Background: an optimization exercise with open tools, aiming at small area. Do not read the settings as production practice.
RTL that was checked went through simulation tests only; none was proved equivalent to the original.

==> run Y <==
==> flow/design.v <==
module Uart_ClkDiv(Sys_CLK,Sys_RST,Uart_CE);
input Sys_CLK;
input Sys_RST;
output Uart_CE;
reg [8:0]Div;
assign Uart_CE = Div[8] && (Div[6:1] == 6'b000001);    
always@(posedge Sys_CLK or negedge Sys_RST)
begin
	if(!Sys_RST)
		Div <= 9'b001010110;
	else
		Div <= {Div[7:0], (Div[8] ^ Div[4]) & ~Uart_CE};
end
endmodule
module Uart_Tx(Sys_CLK,Sys_RST,Uart_CE,Fin,Err_Rx,Data_Rx,Hold,Shift,Signal_Tx);
input Sys_CLK;
input Sys_RST;
input Uart_CE;
input Fin;
input Err_Rx;
input [7:0]Data_Rx;
output Hold;
output Shift;
output Signal_Tx;
reg Signal_Tx;
reg [3:0]Char_Cnt;
reg [3:0]Tx_Hi;
reg [3:0]Tx_Lo;
wire [7:0]Tx_Cnt = {Tx_Hi, Tx_Lo};
reg [7:0]Cnt;
reg Presult;
reg [1:0]Data_Hi;
wire Busy = (Char_Cnt != 4'd0);
wire Trig = Fin && !Busy && !(Tx_Cnt[7:4] == 4'hE && !Tx_Cnt[0]);
wire Last = (Char_Cnt == 4'd10) || (Char_Cnt == 4'd2);
wire Long = Last || (Char_Cnt == 4'd8);
wire Load = Busy && (Cnt[7:1] == 7'h7F) && (Cnt[0] || !Long);
wire Stop = Tx_Cnt[7] && !Tx_Cnt[6] && Tx_Cnt[4];
wire Late = Tx_Cnt[7] ? !Tx_Cnt[6] : (Tx_Cnt[6] && (Tx_Cnt[5] || Tx_Cnt[4]));
wire Upd = Uart_CE && (Tx_Cnt[3:0] == 4'd0);
assign Hold = Busy && !(Last && Late);
assign Shift = Upd && (Char_Cnt == 4'd10) && !Tx_Cnt[7] && !(Tx_Cnt[6] && Tx_Cnt[5]);
reg Bit;
always@(*)
begin
	case(Char_Cnt)
		4'd9: Bit = 8'h52 >> Tx_Cnt[6:4];    
		4'd3: Bit = 8'h65 >> Tx_Cnt[6:4];    
		4'd12: Bit = 8'h74 >> Tx_Cnt[6:4];   
		4'd14: Bit = 8'h75 >> Tx_Cnt[6:4];   
		4'd15: Bit = 8'h72 >> Tx_Cnt[6:4];   
		4'd7: Bit = 8'h6E >> Tx_Cnt[6:4];   
		4'd4: Bit = 8'h3A >> Tx_Cnt[6:4];   
		4'd10: Bit = (Tx_Cnt[6] && Tx_Cnt[5]) ? Data_Hi[Tx_Cnt[4]] : Data_Rx[0];
		4'd1: Bit = 8'h45 >> Tx_Cnt[6:4];    
		4'd6: Bit = 8'h72 >> Tx_Cnt[6:4];    
		4'd13: Bit = 8'h72 >> Tx_Cnt[6:4];    
		4'd5: Bit = 8'h6F >> Tx_Cnt[6:4];    
		4'd11: Bit = 8'h72 >> Tx_Cnt[6:4];    
		4'd2: Bit = 8'h21 >> Tx_Cnt[6:4];    
		default: Bit = 8'h0D >> Tx_Cnt[6:4];
	endcase
end
reg [3:0]Char_Nxt;
always@(*)
begin
	case(Char_Cnt)
		4'd8: Char_Nxt = Err_Rx ? 4'd1 : 4'd9;
		4'd9: Char_Nxt = 4'd3;
		4'd3: Char_Nxt = 4'd12;
		4'd12: Char_Nxt = 4'd14;
		4'd14: Char_Nxt = 4'd15;
		4'd15: Char_Nxt = 4'd7;
		4'd7: Char_Nxt = 4'd4;
		4'd4: Char_Nxt = 4'd10;
		4'd1: Char_Nxt = 4'd6;
		4'd6: Char_Nxt = 4'd13;
		4'd13: Char_Nxt = 4'd5;
		4'd5: Char_Nxt = 4'd11;
		4'd11: Char_Nxt = 4'd2;
		default: Char_Nxt = 4'd0;
	endcase
end
wire [7:0]Tx_Nxt = (Uart_CE && Load) ? 8'hEE : Tx_Cnt + {7'd0, Uart_CE && !Stop};
always@(posedge Sys_CLK or negedge Sys_RST)
begin
	if(!Sys_RST)
		Tx_Hi <= 4'h9;
	else
		Tx_Hi <= Tx_Nxt[7:4];
end
always@(posedge Sys_CLK or negedge Sys_RST)
begin
	if(!Sys_RST)
	begin
		Char_Cnt <= 4'd0;
		Signal_Tx <= 1'b1;
	end
	else if(Uart_CE)
	begin
		if(Trig)
			Char_Cnt <= 4'd8;
		else if(Load)
			Char_Cnt <= Char_Nxt;
		if(Tx_Cnt[3:0] == 4'd0)
		begin
			if(!Tx_Cnt[7])
				Signal_Tx <= Bit;
			else if(Tx_Cnt[6])
				Signal_Tx <= 1'b0;             
			else if(!Tx_Cnt[4])
				Signal_Tx <= Presult;          
			else
				Signal_Tx <= 1'b1;             
		end
	end
end
always@(posedge Sys_CLK)
begin
	Cnt <= (Uart_CE && (Trig || Load)) ? 8'd0 : Cnt + {7'd0, Uart_CE};
	Tx_Lo <= Tx_Nxt[3:0];
	if(Uart_CE && Trig)
		Data_Hi <= Data_Rx[7:6];
	if(Upd)
		Presult <= Tx_Cnt[7] ? 1'b0 : Presult ^ Bit;
end
endmodule
module Uart_Rx(Sys_CLK,RST,Uart_CE,Signal_Rx,Hold,Shift,Data_Rx,Err,Fin);
input Sys_CLK;
input RST;
input Uart_CE;
input Signal_Rx;
input Hold;
input Shift;
output [7:0]Data_Rx;
output Err;
output Fin;               
reg [7:0]Data_Rx;
reg Err;
reg RxBuf;
reg [2:0]Cnt_R;            
reg [4:0]Cnt_U;            
wire [7:0]Cnt = {Cnt_R[2:1], Cnt_U[4:1], Cnt_R[0], Cnt_U[0]};
wire Idle = Cnt[7] && Cnt[6];
wire End = Cnt[7] && !Cnt[6] && Cnt[5] && Cnt[3] && Cnt[1];    
wire Samp = Uart_CE && !Hold && (Cnt[3:0] == 4'd9) && (Cnt[7:4] != 4'd0);
assign Fin = Idle && Cnt[1];
wire [7:0]Cnt_Nxt = (Uart_CE && Idle && Cnt[0] && !RxBuf) ? 8'd1 :
                    (Uart_CE && (Idle || End)) ? {6'b110000, End, RxBuf} :
                    Cnt + {7'd0, Uart_CE};
always@(posedge Sys_CLK or negedge RST)
begin
	if(!RST)
	begin
		RxBuf <= 1'b1;
		Cnt_R <= 3'b110;
	end
	else
	begin
		if(Uart_CE)
			RxBuf <= Signal_Rx;
		Cnt_R <= {Cnt_Nxt[7:6], Cnt_Nxt[1]};
	end
end
always@(posedge Sys_CLK)
	Cnt_U <= {Cnt_Nxt[5:2], Cnt_Nxt[0]};
always@(posedge Sys_CLK)
begin
	if((Samp && Cnt[7:4] <= 4'd8) || Shift)    
		Data_Rx <= {Signal_Rx, Data_Rx[7:1]};
	if(Samp)
	begin
		if(Cnt[7:4] == 4'd1)
			Err <= Signal_Rx;
		else if(Cnt[7:4] == 4'd10)            
			Err <= Err | ~Signal_Rx;
		else                                  
			Err <= Err ^ Signal_Rx;
	end
end
endmodule
module Uart_Top(Sys_CLK,Sys_RST,Signal_Tx,Signal_Rx);
input Sys_CLK;
input Sys_RST;
input Signal_Rx;
output Signal_Tx;
wire Uart_CE;
wire [7:0]Data_Rx;
wire Err;
wire Fin;
wire Hold;
wire Shift;
Uart_ClkDiv Uart_ClkDiv(.Sys_CLK(Sys_CLK),.Sys_RST(Sys_RST),.Uart_CE(Uart_CE));
Uart_Rx Uart_Rx(.Sys_CLK(Sys_CLK),.RST(Sys_RST),.Uart_CE(Uart_CE),.Signal_Rx(Signal_Rx),.Hold(Hold),.Shift(Shift),
				.Data_Rx(Data_Rx),.Err(Err),.Fin(Fin));
Uart_Tx Uart_Tx(.Sys_CLK(Sys_CLK),.Sys_RST(Sys_RST),.Uart_CE(Uart_CE),.Fin(Fin),.Err_Rx(Err),
				.Data_Rx(Data_Rx),.Hold(Hold),.Shift(Shift),.Signal_Tx(Signal_Tx));
endmodule
==> flow/flow/run.sh <==
#!/bin/bash
# Layout flow: the standard flow, except for the logic mapping in synthesis and
# two settings of the later steps.
#
# Synthesis is ORFS's own script (the standard flow's synth_recipe.tcl), run four times in
# parallel from copies of ORFS's scripts folder in which abc_area.script is
# replaced by one of flow/abc_area*.script, with ABC_AREA=1 and without
# mapping adders to adder cells first, so that ABC maps the counters too. The
# run with the smallest cell area is kept. Registers and names are as in the
# standard synthesis: only the mapping of the logic between them differs.
#
# The steps after synthesis are the standard flow, except that clock tree
# synthesis adds no dummy loads and the ports get buf_1 buffers.
set -euo pipefail
best=""
best_area=""
pids=()
for s in flow/abc_area*.script; do
  n=$(basename "$s" .script)
  cp -r "$FLOW_HOME/scripts" "scripts_$n"
  cp "$s" "scripts_$n/abc_area.script"
  bash standard.sh WORK_HOME="$PWD/orfs_$n" SCRIPTS_DIR="$PWD/scripts_$n" ABC_AREA=1 ADDER_MAP_FILE= \
    synth > "synth_$n.log" 2>&1 &
  pids+=($!)
done
for p in "${pids[@]}"; do wait "$p" || true; done
for s in flow/abc_area*.script; do
  n=$(basename "$s" .script)
  stat="orfs_$n/reports/sky130hd/Uart_Top/base/synth_stat.txt"
  [[ -f "orfs_$n/results/sky130hd/Uart_Top/base/1_synth.odb" && -f "$stat" ]] || continue
  a=$(awk '/Chip area for module/ {print $NF}' "$stat" | tail -1)
  echo "$n $a" >> synth_areas.log
  if [[ -z "$best" ]] || awk -v a="$a" -v b="$best_area" 'BEGIN {exit !(a < b)}'; then
    best="$n"; best_area="$a"
  fi
done
[[ -n "$best" ]]
echo "kept $best" >> synth_areas.log
rm -rf orfs
mv "orfs_$best" orfs
bash standard.sh "CTS_ARGS=-sink_clustering_enable -repair_clock_nets -dont_use_dummy_load" \
  "BUFFER_PORTS_ARGS=-buffer_cell sky130_fd_sc_hd__buf_1" > layout.log 2>&1
==> flow/flow/abc_area.script <==
strash
&get -n
&st
&deepsyn -T 60
&put
dch -f
amap
topo
==> flow/flow/abc_area_2.script <==
strash
dc2
&get -n
&st
&deepsyn -T 60
&put
dch -f
amap
topo
==> flow/flow/abc_area_3.script <==
strash
&get -n
&st
&deepsyn -T 60
&put
dch -f
amap
strash
&get -n
&st
&deepsyn -T 40
&put
dch -f
amap
topo
==> flow/flow/abc_area_4.script <==
strash
&get -n
&st
&deepsyn -T 60 -S 7
&put
dch -f
amap
topo
==> flow/standard.sh <==
#!/bin/bash
# synth_recipe.tcl (not shown) runs the flow's synth.tcl, then flattens the netlist and writes it again
# the make line also repeats each setting of config.mk as NAME=value (left out here)
make -C /OpenROAD-flow-scripts/flow DESIGN_CONFIG=/design/flow/config.mk WORK_HOME=/design/flow/orfs CLKGATE_MAP_FILE= SYNTH_SCRIPT=/design/flow/synth_recipe.tcl "${@:-finish}"
==> flow/config.mk <==
export PLATFORM = sky130hd
export DESIGN_NAME = Uart_Top
export DESIGN_NICKNAME = Uart_Top
export VERILOG_FILES = /design/flow/design.v
export SDC_FILE = /design/flow/constraint.sdc
export NUM_CORES = 4
export LEC_CHECK = 0
export CAP_MARGIN = 20
export CORE_MARGIN = 2
export CORE_UTILIZATION = 40
export SLEW_MARGIN = 20
==> flow/constraint.sdc <==
create_clock -name core_clock -period 5.0 [get_ports {Sys_CLK}]
set_input_delay 1.0000 -clock core_clock [delete_from_list [all_inputs] [get_ports {Sys_CLK}]]
set_output_delay 1.0000 -clock core_clock [all_outputs]
set_load 0.01 [all_outputs]
==> run E: changes against run Y <==
==> flow/design.v (replaced) <==
module Uart_ClkDiv(Sys_CLK,Sys_RST,Uart_CE);
input Sys_CLK;
input Sys_RST;
output Uart_CE;
reg [8:0]Div;
assign Uart_CE = (Div == 9'b110000010);
always@(posedge Sys_CLK or negedge Sys_RST)
begin
	if(!Sys_RST)
		Div <= 9'b001010110;
	else
		Div <= {Div[7:0], (Div[8] ^ Div[4]) & ~Uart_CE};
end
endmodule
module Uart_Tx(Sys_CLK,Sys_RST,Uart_CE,Fin,Err_Rx,Data_Rx,Hold,Shift,Signal_Tx);
input Sys_CLK;
input Sys_RST;
input Uart_CE;
input Fin;
input Err_Rx;
input [7:0]Data_Rx;
output Hold;
output Shift;
output Signal_Tx;
reg Signal_Tx;
reg [3:0]Char_Cnt;
reg [7:0]Tx_Cnt;
reg [7:0]Cnt;
reg Presult;
reg [1:0]Data_Hi;
wire Busy = (Char_Cnt != 4'd0);
wire Trig = Fin && !Busy && (Tx_Cnt != 8'hEE);
wire Last = (Char_Cnt[2:0] == 3'd7);
wire Long = Last || (Char_Cnt == 4'd1);
wire Load = Busy && (Cnt[7:1] == 7'h7F) && (Cnt[0] || !Long);
wire Stop = Tx_Cnt[7] && !Tx_Cnt[6] && Tx_Cnt[4];
wire Late = Tx_Cnt[7] ? !Tx_Cnt[6] : (Tx_Cnt[6] && (Tx_Cnt[5] || Tx_Cnt[4]));
wire Upd = Uart_CE && (Tx_Cnt[3:0] == 4'd0);
assign Hold = Busy && !(Last && Late);
assign Shift = Upd && (Char_Cnt == 4'd15) && !Tx_Cnt[7] && !(Tx_Cnt[6] && Tx_Cnt[5]);
reg Bit;
always@(*)
begin
	case(Char_Cnt)
		4'd8: Bit = 8'h52 >> Tx_Cnt[6:4];    
		4'd9: Bit = 8'h65 >> Tx_Cnt[6:4];    
		4'd10: Bit = 8'h74 >> Tx_Cnt[6:4];   
		4'd11: Bit = 8'h75 >> Tx_Cnt[6:4];   
		4'd12: Bit = 8'h72 >> Tx_Cnt[6:4];   
		4'd13: Bit = 8'h6E >> Tx_Cnt[6:4];   
		4'd14: Bit = 8'h3A >> Tx_Cnt[6:4];   
		4'd15: Bit = (Tx_Cnt[6] && Tx_Cnt[5]) ? Data_Hi[Tx_Cnt[4]] : Data_Rx[0];
		4'd2: Bit = 8'h45 >> Tx_Cnt[6:4];    
		4'd3: Bit = 8'h72 >> Tx_Cnt[6:4];    
		4'd4: Bit = 8'h72 >> Tx_Cnt[6:4];    
		4'd5: Bit = 8'h6F >> Tx_Cnt[6:4];    
		4'd6: Bit = 8'h72 >> Tx_Cnt[6:4];    
		4'd7: Bit = 8'h21 >> Tx_Cnt[6:4];    
		default: Bit = 8'h0D >> Tx_Cnt[6:4];
	endcase
end
always@(posedge Sys_CLK or negedge Sys_RST)
begin
	if(!Sys_RST)
	begin
		Char_Cnt <= 4'd0;
		Tx_Cnt <= 8'h90;
		Signal_Tx <= 1'b1;
	end
	else if(Uart_CE)
	begin
		if(Trig)
			Char_Cnt <= 4'd1;
		else if(Load)
		begin
			if(Char_Cnt == 4'd1)
				Char_Cnt <= Err_Rx ? 4'd2 : 4'd8;
			else if(Last)
				Char_Cnt <= 4'd0;
			else
				Char_Cnt <= Char_Cnt + 4'd1;
		end
		if(Load)
			Tx_Cnt <= 8'hEE;
		else if(!Stop)
			Tx_Cnt <= Tx_Cnt + 8'd1;
		if(Tx_Cnt[3:0] == 4'd0)
		begin
			if(!Tx_Cnt[7])
				Signal_Tx <= Bit;
			else if(Tx_Cnt[6])
				Signal_Tx <= 1'b0;             
			else if(!Tx_Cnt[4])
				Signal_Tx <= Presult;          
			else
				Signal_Tx <= 1'b1;             
		end
	end
end
always@(posedge Sys_CLK)
begin
	if(Uart_CE)
	begin
		if(Trig)
		begin
			Cnt <= 8'd0;
			Data_Hi <= Data_Rx[7:6];
		end
		else
			Cnt <= Load ? 8'd0 : Cnt + 8'd1;
	end
	if(Upd)
		Presult <= Tx_Cnt[7] ? 1'b0 : Presult ^ Bit;
end
endmodule
module Uart_Rx(Sys_CLK,RST,Uart_CE,Signal_Rx,Hold,Shift,Data_Rx,Err,Fin);
input Sys_CLK;
input RST;
input Uart_CE;
input Signal_Rx;
input Hold;
input Shift;
output [7:0]Data_Rx;
output Err;
output Fin;               
reg [7:0]Data_Rx;
reg Err;
reg RxBuf;
reg RxFall;
reg [7:0]Cnt;
wire Idle = (Cnt == 8'd0) || (Cnt == 8'd171);
wire Samp = Uart_CE && !Hold && (Cnt[3:0] == 4'd9) && (Cnt[7:4] != 4'd0);
assign Fin = (Cnt == 8'd171);
always@(posedge Sys_CLK or negedge RST)
begin
	if(!RST)
	begin
		RxBuf <= 1'b1;
		RxFall <= 1'b0;
		Cnt <= 8'd0;
	end
	else if(Uart_CE)
	begin
		RxBuf <= Signal_Rx;
		RxFall <= RxBuf & ~Signal_Rx;
		Cnt <= Idle ? {7'd0, RxFall} : Cnt + 8'd1;
	end
end
always@(posedge Sys_CLK)
begin
	if((Samp && Cnt[7:4] <= 4'd8) || Shift)    
		Data_Rx <= {Signal_Rx, Data_Rx[7:1]};
	if(Samp)
	begin
		if(Cnt[7:4] == 4'd1)
			Err <= Signal_Rx;
		else if(Cnt[7:4] == 4'd10)            
			Err <= Err | ~Signal_Rx;
		else                                  
			Err <= Err ^ Signal_Rx;
	end
end
endmodule
module Uart_Top(Sys_CLK,Sys_RST,Signal_Tx,Signal_Rx);
input Sys_CLK;
input Sys_RST;
input Signal_Rx;
output Signal_Tx;
wire Uart_CE;
wire [7:0]Data_Rx;
wire Err;
wire Fin;
wire Hold;
wire Shift;
Uart_ClkDiv Uart_ClkDiv(.Sys_CLK(Sys_CLK),.Sys_RST(Sys_RST),.Uart_CE(Uart_CE));
Uart_Rx Uart_Rx(.Sys_CLK(Sys_CLK),.RST(Sys_RST),.Uart_CE(Uart_CE),.Signal_Rx(Signal_Rx),.Hold(Hold),.Shift(Shift),
				.Data_Rx(Data_Rx),.Err(Err),.Fin(Fin));
Uart_Tx Uart_Tx(.Sys_CLK(Sys_CLK),.Sys_RST(Sys_RST),.Uart_CE(Uart_CE),.Fin(Fin),.Err_Rx(Err),
				.Data_Rx(Data_Rx),.Hold(Hold),.Shift(Shift),.Signal_Tx(Signal_Tx));
endmodule
==> flow/run.sh (new file) <==
#!/bin/bash
# synth_recipe.tcl (not shown) runs the flow's synth.tcl, then flattens the netlist and writes it again
# the make line also repeats each setting of config.mk as NAME=value (left out here)
make -C /OpenROAD-flow-scripts/flow DESIGN_CONFIG=/design/flow/config.mk WORK_HOME=/design/flow/orfs CLKGATE_MAP_FILE= SYNTH_SCRIPT=/design/flow/synth_recipe.tcl finish
removed: flow/flow/run.sh
removed: flow/flow/abc_area.script
removed: flow/flow/abc_area_2.script
removed: flow/flow/abc_area_3.script
removed: flow/flow/abc_area_4.script
removed: flow/standard.sh
==> results.ini <==
[status]
status=no timing/DRC/antenna violations

[timing]
layout_setup_ws_ns=2.27

[placed_design]
gp_congestion=0.810

[synth]
avgSynthCellArea_um2=9.31
muxShareOfSynthArea_pct=0
synth_top_cell_by_area=edfxtp_1
ys_ff_latch=51

[pwr]
comb-power_w=0.00000551
ir_drop_mv=0.156
clkPwrFrac_pct=32.6

[global_routing]
grt_pass1_wl_um=6830

[finish]
stdcell_area_um2=2360

[die]
start_util_pct=41.9

-- figures above: run Y

==> results.ini <==
[timing]
layout_setup_ws_ns=1.93

[status]
status=no timing/DRC/antenna violations

[synth]
avgSynthCellArea_um2=10.1
muxShareOfSynthArea_pct=2.96
synth_top_cell_by_area=dfrtp_1
ys_ff_latch=52

[pwr]
ir_drop_mv=0.206
comb-power_w=0.00000868
clkPwrFrac_pct=33.8

[global_routing]
grt_pass1_wl_um=9220

[die]
start_util_pct=41.9

[min_path]
hold_class=register to register

-- figures above: run E

Function not checked in run Y: the RTL went through the layout flow alone.

==> separate check: timing with driven ports <==
No port has a modelled driver above. Below, the same layouts with a new extraction and two added sets of constraints. Step 1 sets driving cells, clkbuf_16 on the clock port and buf_2 on the other inputs (assumed; they add their load-dependent delay and slew). Step 2 moves the port delays by t, midway between the first and last clock arrival at a register: inputs arrive t later, outputs are due t later. That takes back most of the time a late clock gives input paths. Slacks: ideal / step 1 / step 2; pairs: ideal / step 1.
| run | t (ns) | slack for setup (ns) | worst setup path at the end | latest minus earliest clock arrival (ns) | worst slew at a driven data input, ns |
|---|---|---|---|---|---|
| run Y | 0.315 | 2.269 / 2.269 / 2.269 | register to register | 0.012 / 0.013 | 0.03 |
| run E | 0.317 | 1.926 / 1.926 / 1.926 | register to register | 0.014 / 0.014 | 0.04 |
After both steps setup and hold are still met in every run listed.
